This design comes from an exercise in tuning for small area and a short achievable clock period on the open sky130 flow, not from production work.
The RTL was checked by simulation tests, not by an equivalence proof against the original design.
No activity file was given, so power comes from the tool's default toggle rates.

run 1:
## mult_top
module mult_top(
    input clk,
    input  [15:0] x,
    input  [15:0] y,
    output [31:0] p_out
    );
Size in the first run: ~670 cells after synthesis, about 88 flip-flops, about 65 I/O pins, roughly 0.0063 mm² of cells after synthesis.
==> flow/config.mk <==
export PLATFORM = sky130hd
export DESIGN_NAME = mult_top
export DESIGN_NICKNAME = mult_top
export VERILOG_FILES = /design/flow/design.v
export SDC_FILE = /design/flow/constraint.sdc
export NUM_CORES = 4
export LEC_CHECK = 0
export CAP_MARGIN = 20
export CORE_MARGIN = 2
export CORE_UTILIZATION = 60
export SETUP_SLACK_MARGIN = 2.2
export SLEW_MARGIN = 20
==> flow/constraint.sdc <==
create_clock -name core_clock -period 5.0 [get_ports {clk}]
set_input_delay 1.0000 -clock core_clock [delete_from_list [all_inputs] [get_ports {clk}]]
set_output_delay 1.0000 -clock core_clock [all_outputs]
set_load 0.01 [all_outputs]
standard.sh (not shown) runs the stock make flow with config.mk's settings and CLKGATE_MAP_FILE= SYNTH_SCRIPT=/design/flow/synth_recipe.tcl, a recipe that flattens the netlist after the stock synthesis.
==> flow/flow/run.sh <==
#!/bin/bash
# The standard layout; the only change is the port buffer cell (buf_1 instead of the default).
set -euo pipefail
export BUFFER_PORTS_ARGS="-buffer_cell sky130_fd_sc_hd__buf_1"
bash standard.sh > standard.log 2>&1
For run 2, these inputs were changed with respect to run 1:
# run 1
export LEC_CHECK = 0
export CAP_MARGIN = 20
export CORE_MARGIN = 2
export CORE_UTILIZATION = 60
export SETUP_SLACK_MARGIN = 2.2
export SLEW_MARGIN = 20
create_clock -name core_clock -period 5.0 [get_ports {clk}]
# run 2
export LEC_CHECK = 0
export CAP_MARGIN = 20
export CORE_MARGIN = 2
export CORE_UTILIZATION = 60
export SETUP_SLACK_MARGIN = 1.75
export SLEW_MARGIN = 20
create_clock -name core_clock -period 5.0 [get_ports {clk}]
Run 2 completed; timing, DRC and antenna clean
Capture point of the worst path: p_out[24] -> run 2, p_out[19] -> run 1
Run 2 against run 1: non-clock buffer count dropped 32%; utilization went down by 6.3 points; via count shows a reduction of 4.0%; hold slack now sits higher.
Setup changes, run 2 to run 3
# run 2
export LEC_CHECK = 0
export CAP_MARGIN = 20
export CORE_MARGIN = 2
export CORE_UTILIZATION = 60
export SETUP_SLACK_MARGIN = 1.75
export SLEW_MARGIN = 20
create_clock -name core_clock -period 5.0 [get_ports {clk}]
# run 3
export LEC_CHECK = 0
export CAP_MARGIN = 20
export CORE_MARGIN = 2
export CORE_UTILIZATION = 60
export SETUP_SLACK_MARGIN = 1.3
export SLEW_MARGIN = 20
create_clock -name core_clock -period 5.0 [get_ports {clk}]
Findings:
Between run 3 and run 2, it is run 3 whose hold slack is higher, by 0.061 ns.
Run 3 -> run 2: number of tap instances delta 0, exact match
Run 3 closes out successfully: all stages finished, all timing, DRC and antenna checks passed.
Of the two values seen for library cell contributing the largest single delay on the critical path, sky130_fd_sc_hd__fa_1 was produced by run 3 and sky130_fd_sc_hd__dfxtp_2 by run 2.
Routed wire in run 3 totals less than in run 2.
What run 4 does differently from run 3 at the input level:
# run 3
export LEC_CHECK = 0
export CAP_MARGIN = 20
export CORE_MARGIN = 2
export CORE_UTILIZATION = 60
export SETUP_SLACK_MARGIN = 1.3
export SLEW_MARGIN = 20
create_clock -name core_clock -period 5.0 [get_ports {clk}]
# run 4
export LEC_CHECK = 0
export CAP_MARGIN = 20
export CORE_MARGIN = 2
export CORE_UTILIZATION = 60
export SETUP_SLACK_MARGIN = 1.6
export SLEW_MARGIN = 20
create_clock -name core_clock -period 5.0 [get_ports {clk}]
### Flow results
- From run 4 to run 3, number of setup buffers added after CTS did not move at all.
- According to the power report, total power for run 4 is higher than for run 3.
- Via count: run 3 vs run 4 — no meaningful difference
- Run 4 has buffers plus inverters on the worst setup path above what run 3 had.

== violet ==
Another version of the RTL of mult_top (not shown whole).
For scale: roughly 670 cells after synthesis, about 90 flip-flops, roughly 0.0063 mm² of cells after synthesis.
clock: 5.0 ns
lec_check: 0
cap_margin: 20
core_margin: 2
core_utilization: 60
setup_slack_margin: 1.7
slew_margin: 20
Scripts as last shown in full above: flow/flow/run.sh
Modified inputs, pepper compared to violet
diff --git a/flow/config.mk b/flow/config.mk
--- a/flow/config.mk
+++ b/flow/config.mk
@@ -9,4 +9,4 @@
 export CORE_MARGIN = 2
 export CORE_UTILIZATION = 60
-export SETUP_SLACK_MARGIN = 1.7
+export SETUP_SLACK_MARGIN = 1.85
 export SLEW_MARGIN = 20
[summary]
- Transition at the pin with the smallest max-transition slack is higher on violet
- As far as number of instances in the placed design goes, pepper and violet are indistinguishable; the numbers are identical.
- From violet to pepper the numbers moved as follows: part of the power in the clock network now sits at about the same level; met1 routed wirelength after detailed routing has decreased; final setup slack of the worst path increased 0.057 ns.
- Diff violet -> pepper | layout overhead on the synthesized area | increase of 1.3 points
- [pepper] utilization after layout rose 0.78 points relative to violet
Input changes introduced in indigo (baseline for comparison: pepper):
diff --git a/flow/config.mk b/flow/config.mk
--- a/flow/config.mk
+++ b/flow/config.mk
@@ -9,4 +9,4 @@
 export CORE_MARGIN = 2
 export CORE_UTILIZATION = 60
-export SETUP_SLACK_MARGIN = 1.85
+export SETUP_SLACK_MARGIN = 1.6
 export SLEW_MARGIN = 20
- indigo completed every stage of the flow, and the final layout passed the timing, DRC and antenna checks.
- Compared with pepper, in indigo power drawn by the combinational cells went down about 3%, clock share of power went up 0.2 points, switching power of the nets went down 1.9%, total clock network power held.
- Diff pepper -> indigo: sequential group power ~0 delta, wire length of the first global-routing pass -0.74%.
Inputs modified between indigo and harbor:
diff --git a/flow/config.mk b/flow/config.mk
--- a/flow/config.mk
+++ b/flow/config.mk
@@ -9,4 +9,4 @@
 export CORE_MARGIN = 2
 export CORE_UTILIZATION = 60
-export SETUP_SLACK_MARGIN = 1.6
+export SETUP_SLACK_MARGIN = 2.0
 export SLEW_MARGIN = 20
[summary]
Compared with indigo, in harbor register-to-register path setup slack increased by 0.23 ns relative to the old numbers, maximum resistive drop on vdd saw little to no change, total power went up.
Changes observed in harbor relative to indigo: data-path buffer share of cell area in the final layout saw an increase, final design area excluding fillers saw an increase.
In the metrics for harbor and indigo, the one carrying the higher share of post-route cells with drive strength above 1 is harbor.
harbor against indigo: detailed placer's ending HPWL now sits lower; non-clock buffer count now sits higher.
Edits applied to the flow inputs when going from harbor to tundra:
diff --git a/flow/config.mk b/flow/config.mk
--- a/flow/config.mk
+++ b/flow/config.mk
@@ -9,4 +9,4 @@
 export CORE_MARGIN = 2
 export CORE_UTILIZATION = 60
-export SETUP_SLACK_MARGIN = 2.0
+export SETUP_SLACK_MARGIN = 1.75
 export SLEW_MARGIN = 20
--- outcome ---
- tundra ended with every stage complete and zero timing, DRC or antenna violations.
- Ratio of final minimum period to clock period across harbor and tundra: no real change.
- Diff harbor -> tundra: core utilization -2.0 points, met1 layer usage reported by global route +0.22 points, global-route wire length before repair ~0 delta, proportion of synthesized chip area in sequential cells ~0 delta.
- tundra vs. harbor: aggregate global-route resource usage went down, amount of wire on met2 after detailed routing decreased by 0.44% relative to the old numbers, worst supply voltage drop on vdd went up by 47 µV.

Setup of yarrow:
RTL: one of the versions met above, not the one the previous note started from.
Size in the first run: about 88 flip-flops, roughly 6300 um^2 of cells after synthesis.
Settings: LEC_CHECK=0, CAP_MARGIN=20, CORE_MARGIN=2, CORE_UTILIZATION=60, PLACE_DENSITY=0.8, SETUP_SLACK_MARGIN=1.6, SLEW_MARGIN=20; clock period 5.0 ns.
Scripts as last shown in full above: flow/flow/run.sh
Here is what was changed in the inputs of onyx compared with yarrow.
--- a/flow/config.mk
+++ b/flow/config.mk
@@ -9,5 +9,4 @@
 export CORE_MARGIN = 2
 export CORE_UTILIZATION = 60
-export PLACE_DENSITY = 0.8
-export SETUP_SLACK_MARGIN = 1.6
+export SETUP_SLACK_MARGIN = 1.45
 export SLEW_MARGIN = 20
--- outcome ---
When onyx is measured against yarrow, its proportion of power drawn by the clock network turns out 0.4 points lower. onyx: first-pass detailed-route iteration total is 1 lower than what yarrow reported. Re number of sinks driven by the clock tree: no difference whatsoever between onyx and yarrow.
What cedar does differently from onyx at the input level:
--- a/flow/config.mk
+++ b/flow/config.mk
@@ -6,7 +6,8 @@
 export NUM_CORES = 4
 export LEC_CHECK = 0
-export CAP_MARGIN = 20
+export CAP_MARGIN = 0
 export CORE_MARGIN = 2
 export CORE_UTILIZATION = 60
-export SETUP_SLACK_MARGIN = 1.45
-export SLEW_MARGIN = 20
+export PLACE_DENSITY = 0.8
+export SETUP_SLACK_MARGIN = 1.75
+export SLEW_MARGIN = 0
[summary]
Changes observed in cedar relative to onyx: summed area of non-filler cells in the final layout has increased, number of setup buffers added after CTS has increased, post-route worst hold slack has decreased, total power consumption of the routed design has increased. Taking onyx as the reference, in cedar shortest clock period the worst path allows after layout moved down; core occupancy in the finished layout rose 2.3 points.
diff inputs: cedar => raven
--- a/flow/config.mk
+++ b/flow/config.mk
@@ -6,8 +6,7 @@
 export NUM_CORES = 4
 export LEC_CHECK = 0
-export CAP_MARGIN = 0
+export CAP_MARGIN = 20
 export CORE_MARGIN = 2
 export CORE_UTILIZATION = 60
-export PLACE_DENSITY = 0.8
-export SETUP_SLACK_MARGIN = 1.75
-export SLEW_MARGIN = 0
+export SETUP_SLACK_MARGIN = 1.9
+export SLEW_MARGIN = 20
Notes after the runs:
- Looking only at met2 track utilization from global routing, and setting everything else aside, the lower value of raven and cedar goes to raven.
- The met1 wire length reported for raven is greater than that of cedar by 4.7%.
- Final standard cell area without fillers in raven is 3.4% above cedar.
- Relative to cedar, raven improves post-layout worst setup margin.
- Highest ir drop seen on vdd of raven exceeds that of cedar by more than 10%.
- raven gives less sequential share of cell area than cedar did.
- raven can be clocked faster than cedar.
- cedar → raven: combinational power saw an increase; first-pass GRT wire length now smaller; final cell count grew by 17; pin slew with the least headroom to its limit now sits higher.

==> afterwards: timing with drivers on the ports <==
No port has a modelled driver above. Below, the same layouts with a new extraction and two added sets of constraints.
Step 1 assumes that a clkbuf_16 drives the clock port and a buf_2 every other input.
Step 2 times the ports against the registers' clock, not the clock port: input delays grow and output delays shrink by t, the midpoint of the rising clock arrivals with the driver on.
Slacks: ideal / step 1 / step 2; pairs: ideal / step 1.
run	shift t [ns]	setup WS [ns]	worst setup path after step 2	worst register clock-pin slew, ns
run 1	0.399	1.574 / 1.536 / 1.935	register to output	0.09 / 0.09
run 2	0.403	1.774 / 1.738 / 1.856	register to register	0.09 / 0.09
run 3	0.398	1.485 / 1.450 / 1.554	register to register	0.09 / 0.09
run 4	0.399	1.667 / 1.632 / 1.756	register to register	0.09 / 0.09
violet	0.400	1.790 / 1.756 / 1.852	register to register	0.10 / 0.10
pepper	0.398	1.847 / 1.812 / 1.958	register to register	0.09 / 0.09
indigo	0.399	1.763 / 1.728 / 1.855	register to register	0.09 / 0.09
harbor	0.401	1.857 / 1.825 / 2.081	register to register	0.10 / 0.10
tundra	0.398	1.858 / 1.824 / 1.927	register to register	0.09 / 0.09
yarrow	0.396	1.719 / 1.688 / 1.761	register to register	0.09 / 0.09
onyx	0.401	1.604 / 1.569 / 1.706	register to register	0.09 / 0.09
cedar	0.389	1.704 / 1.674 / 1.807	register to register	0.09 / 0.09
raven	0.405	1.734 / 1.700 / 2.061	register to register	0.09 / 0.09
After both steps setup and hold are still met in every run listed.
